What follows belongs to an exercise in optimizing a design on an open flow for small area and a short achievable clock period; a production flow would make more cautious choices.
The RTL was checked by simulation tests, not by an equivalence proof against the original design.
Power and IR drop assume default switching activity.

==> trial 48 <==
Design Datapath, start of the top module:
module Datapath(Clk,Instruction,zero,PCNow,PCNext4,Reset,NewPC,Jump,PCWrite,writedataa,readdata1,readdata2,
	DMemAddress,DMemWrite,DMemRead,DMemReadData);
==> module Datapath, before the edit <==
module Datapath(Clk,Instruction,zero,PCNow,PCNext4,Reset,NewPC,Jump,PCWrite,writedataa,readdata1,readdata2,
	DMemAddress,DMemWrite,DMemRead,DMemReadData);
    input         Clk;
    input         Reset, Jump, PCWrite;
    input  [63:0] NewPC;
    output [63:0] writedataa, readdata1, readdata2;
    output [63:0] PCNext4, PCNow;
    input  [31:0] Instruction;
    output        zero;
    output [63:0] DMemAddress;
    output        DMemWrite, DMemRead;
    input  [31:0] DMemReadData;
    wire [6:0] opc = Instruction[6:0];
    wire [4:0] rs1 = Instruction[19:15];
    wire [4:0] rs2 = Instruction[24:20];
    wire [4:0] rd  = Instruction[11:7];
    wire Branch, MemRead, MemToReg, MemWrite, ALUSrc, RegWrite;
    wire [1:0] ALUOp;
    Control_Unit cu(opc, Branch, MemRead, ALUOp, MemToReg, MemWrite, ALUSrc, RegWrite);
    wire [2:0] Operation;
    ALU_CU alucu(Operation, Instruction[14:12], Instruction[30], ALUOp);
    wire sub     = Operation[2];
    wire sel_sum = Operation[1] & (Operation[2] | ~Operation[0]);
    wire sel_and = ~Operation[2] & ~Operation[1] & ~Operation[0];
    wire sel_or  = ~Operation[2] & ~Operation[1] &  Operation[0];
    wire isI = (opc == 7'b0010011) | (opc == 7'b0000011);
    wire isB = (opc == 7'b1100011);
    wire isS = (opc == 7'b0100011);
    wire [11:0] imm12 = isB ? {Instruction[31], Instruction[7], Instruction[30:25], Instruction[11:8]} :
                        isS ? {Instruction[31:25], Instruction[11:7]} :
                        isI ? Instruction[31:20] : 12'd0;
    wire immsign = (isI | isB | isS) & Instruction[31];
    wire [63:0] imm = {{52{immsign}}, imm12};
    wire [63:0] wd_rf;
    reg [63:0] rf [0:31];
    always @(posedge Clk)
        if (RegWrite) rf[rd] <= wd_rf;
    wire [31:0] s1, s2;
    genvar k, b;
    generate for (k = 0; k < 32; k = k + 1) begin : dec
        assign s1[k] = rs1 == k;
        assign s2[k] = rs2 == k;
    end endgenerate
    generate for (b = 0; b < 64; b = b + 1) begin : rbit
        wire [31:0] col;
        for (k = 0; k < 32; k = k + 1) begin : c
            assign col[k] = rf[k][b];
        end
        rdmux m1(readdata1[b], s1, col);
        rdmux m2(readdata2[b], s2, col);
    end endgenerate
    wire [63:0] alu_res;
    ALU alu(alu_res, zero, readdata1, readdata2, imm12, immsign, ALUSrc, sub, sel_sum, sel_and, sel_or);
    assign DMemAddress = alu_res;
    assign DMemWrite   = MemWrite;
    assign DMemRead    = MemRead;
    generate for (b = 0; b < 32; b = b + 1) begin : wdb
        wdbit wp(writedataa[b], alu_res[b], MemToReg, MemRead, DMemReadData[b]);
        wdbit wr(wd_rf[b],      alu_res[b], MemToReg, MemRead, DMemReadData[b]);
    end endgenerate
    generate for (b = 32; b < 64; b = b + 1) begin : wdbh
        wdbit_hi wp(writedataa[b], alu_res[b], MemToReg);
        wdbit_hi wr(wd_rf[b],      alu_res[b], MemToReg);
    end endgenerate
    reg  [63:0] pc;
    wire [63:0] pcbr;
    assign PCNow = pc;
    pc_add pca(PCNext4, pcbr, pc, imm[11:0], immsign);
    wire [63:0] pcn;
    wire take = zero & Branch;
    generate for (b = 0; b < 64; b = b + 1) begin : pcb
        pcn_bit u(pcn[b], pc[b], PCNext4[b], pcbr[b], NewPC[b], take, Jump, Reset, PCWrite);
    end endgenerate
    always @(posedge Clk)
        pc <= pcn;
endmodule
export LEC_CHECK = 0
export CAP_MARGIN = 20
export CORE_MARGIN = 2
export CORE_UTILIZATION = 45
export CTS_BUF_LIST = sky130_fd_sc_hd__clkbuf_16
export CTS_CLUSTER_DIAMETER = 100
export CTS_CLUSTER_SIZE = 25
export SLEW_MARGIN = 20
export SYNTH_HIERARCHICAL = 1
create_clock -name core_clock -period 90.0 [get_ports {Clk}]
standard.sh (not shown) runs the stock make flow with config.mk's settings and CLKGATE_MAP_FILE= SYNTH_SCRIPT=/design/flow/synth_recipe.tcl, a recipe that flattens the netlist after the stock synthesis.
==> flow/flow/run.sh <==
#!/bin/bash
# The standard layout with two changes to how it is made (the clock,
# SDC and design are unchanged):
#  - ports are buffered with buf_1 instead of the delay buffer buffer_ports
#    picks by default (the resizer upsizes the ones that need it);
#  - repair_timing is asked for 48 ns of setup slack, so the input-to-output
#    paths get sized and buffered for speed instead of being left at 0 margin.
set -euo pipefail
bash standard.sh \
  "BUFFER_PORTS_ARGS=-buffer_cell sky130_fd_sc_hd__buf_1" \
  SETUP_SLACK_MARGIN=48 \
  finish > standard.log 2>&1
==> build 97: changes against trial 48 <==
CORE_UTILIZATION = 55   (was 45)
==> build 65: changes against trial 48 <==
--- a/flow/flow/run.sh
+++ b/flow/flow/run.sh
@@ -5,3 +5,3 @@
 #    picks by default (the resizer upsizes the ones that need it);
-#  - repair_timing is asked for 48 ns of setup slack, so the input-to-output
+#  - repair_timing is asked for 49 ns of setup slack, so the input-to-output
 #    paths get sized and buffered for speed instead of being left at 0 margin.
@@ -10,3 +10,3 @@
   "BUFFER_PORTS_ARGS=-buffer_cell sky130_fd_sc_hd__buf_1" \
-  SETUP_SLACK_MARGIN=48 \
+  SETUP_SLACK_MARGIN=49 \
   finish > standard.log 2>&1
==> build 6: changes against trial 48 <==
--- a/flow/design.v
+++ b/flow/design.v
@@ -1663,2 +1663,21 @@
 endmodule
+module rdec(output [31:0] sl, output [31:0] sh, input [4:0] a);
+    wire [4:0] an;
+    wire [3:0] lon;
+    wire [7:0] hin;
+    genvar j;
+    generate for (j = 0; j < 5; j = j + 1) begin : iv
+        c_inv u(an[j], a[j]);
+    end
+    for (j = 0; j < 4; j = j + 1) begin : lo
+        c_nand2 u(lon[j], j[0] ? a[0] : an[0], j[1] ? a[1] : an[1]);
+    end
+    for (j = 0; j < 8; j = j + 1) begin : hi
+        c_nand3 u(hin[j], j[0] ? a[2] : an[2], j[1] ? a[3] : an[3], j[2] ? a[4] : an[4]);
+    end
+    for (j = 0; j < 32; j = j + 1) begin : fin
+        c_nor2 ul(sl[j], lon[j % 4], hin[j / 4]);
+        c_nor2 uh(sh[j], lon[j % 4], hin[j / 4]);
+    end endgenerate
+endmodule
 module rdmux(output y, input [31:0] s, input [31:0] r);
@@ -1740,8 +1759,6 @@
         if (RegWrite) rf[rd] <= wd_rf;
-    wire [31:0] s1, s2;
+    wire [31:0] s1l, s1h, s2l, s2h;
+    rdec d1(s1l, s1h, rs1);
+    rdec d2(s2l, s2h, rs2);
     genvar k, b;
-    generate for (k = 0; k < 32; k = k + 1) begin : dec
-        assign s1[k] = rs1 == k;
-        assign s2[k] = rs2 == k;
-    end endgenerate
     generate for (b = 0; b < 64; b = b + 1) begin : rbit
@@ -1751,4 +1768,9 @@
         end
-        rdmux m1(readdata1[b], s1, col);
-        rdmux m2(readdata2[b], s2, col);
+        if (b < 32) begin : lo
+            rdmux m1(readdata1[b], s1l, col);
+            rdmux m2(readdata2[b], s2l, col);
+        end else begin : hi
+            rdmux m1(readdata1[b], s1h, col);
+            rdmux m2(readdata2[b], s2h, col);
+        end
     end endgenerate
--- a/flow/flow/run.sh
+++ b/flow/flow/run.sh
@@ -5,3 +5,3 @@
 #    picks by default (the resizer upsizes the ones that need it);
-#  - repair_timing is asked for 48 ns of setup slack, so the input-to-output
+#  - repair_timing is asked for 49 ns of setup slack, so the input-to-output
 #    paths get sized and buffered for speed instead of being left at 0 margin.
@@ -10,3 +10,3 @@
   "BUFFER_PORTS_ARGS=-buffer_cell sky130_fd_sc_hd__buf_1" \
-  SETUP_SLACK_MARGIN=48 \
+  SETUP_SLACK_MARGIN=49 \
   finish > standard.log 2>&1
==> comparison table <==
quantity	build 6	build 65	build 97	trial 48
Status	timing/DRC/antenna clean	timing/DRC/antenna clean	timing/DRC/antenna clean	timing/DRC/antenna clean
Total of clock buffers placed in the layout	101	103	99	101
Maximum number of pins on one net before global-route repair	105	121	101	127
Clock buf/inv share	0.0264	0.0266	0.0258	0.0269
Avg Vias per Cell	7.82	8.03	8.59	7.99
Fill cell count	17065	16902	12660	17240
Destination of the worst hold path	pc[19]$_DFF_P_	pc[57]$_DFF_P_	pc[28]$_DFF_P_	pc[55]$_DFF_P_
Portion of the post-synthesis area used by sequential elements	0.674	0.675	0.675	0.675
Post-Place Setup Slack	47.11 ns	45.93 ns	46.32 ns	45.87 ns
Max-Slew Margin vs Limit	0.146	0.173	0.0957	0.164
Post-layout min period	41.25 ns	41.22 ns	42.16 ns	42.12 ns
Inst Count DP	9445	9342	8864	9364
Signal buffers	909	887	761	806
Post-cts resize count	230	347	47	83
Wire length of the first global-routing pass	560 mm	580 mm	566 mm	569 mm
Insertion delay to the later sink of the worst-skew pair	0.85 ns	0.84 ns	0.81 ns	0.83 ns
Post-layout util	0.525	0.527	0.619	0.511
Flip-flop and latch share of the layout cell area	0.579	0.581	0.605	0.599
TritonRoute pass-1 iters	17	14	17	13
Synth Area in Compound Gates	0.176	0.176	0.176	0.176
Detailed placer's ending HPWL	256 mm	259 mm	245 mm	260 mm
Share of the cycle needed by the critical path after routing	0.458	0.458	0.468	0.468
Leak	33.2 nW	33.1 nW	32.0 nW	32.2 nW
GRT Overall Usage	0.379	0.397	0.473	0.390

## what the ideal ports hide
Ports are ideal in the flow. The routed layouts listed here were re-timed in OpenROAD.
Step 1: set_driving_cell puts a clkbuf_16 on Clk and a buf_2 on each other input, an assumption about the parent block.
Step 2 times the ports against the registers' clock, not the clock port: input delays grow and output delays shrink by t, the midpoint of the rising clock arrivals with the driver on.
Three values: ideal, step 1, step 2; two values: the first two.
run | t (ns) | setup WS [ns] | worst setup path at the end | latest minus earliest clock arrival (ns) | slew at the worst register clock pin (ns)
trial 48 | 0.897 | 47.876 / 47.737 / 47.517 | input to register | 0.049 / 0.049 | 0.12 / 0.12
build 97 | 0.873 | 47.843 / 47.794 / 47.583 | input to register | 0.047 / 0.047 | 0.11 / 0.11
build 65 | 0.904 | 48.778 / 48.600 / 48.385 | input to register | 0.060 / 0.060 | 0.11 / 0.11
build 6 | 0.897 | 48.749 / 48.697 / 48.338 | input to register | 0.068 / 0.068 | 0.11 / 0.11
After both steps every run listed still meets setup and hold. For build 6, which loses most, drivers alone change the setup slack by -0.052 ns; drivers and shift together by -0.411 ns.
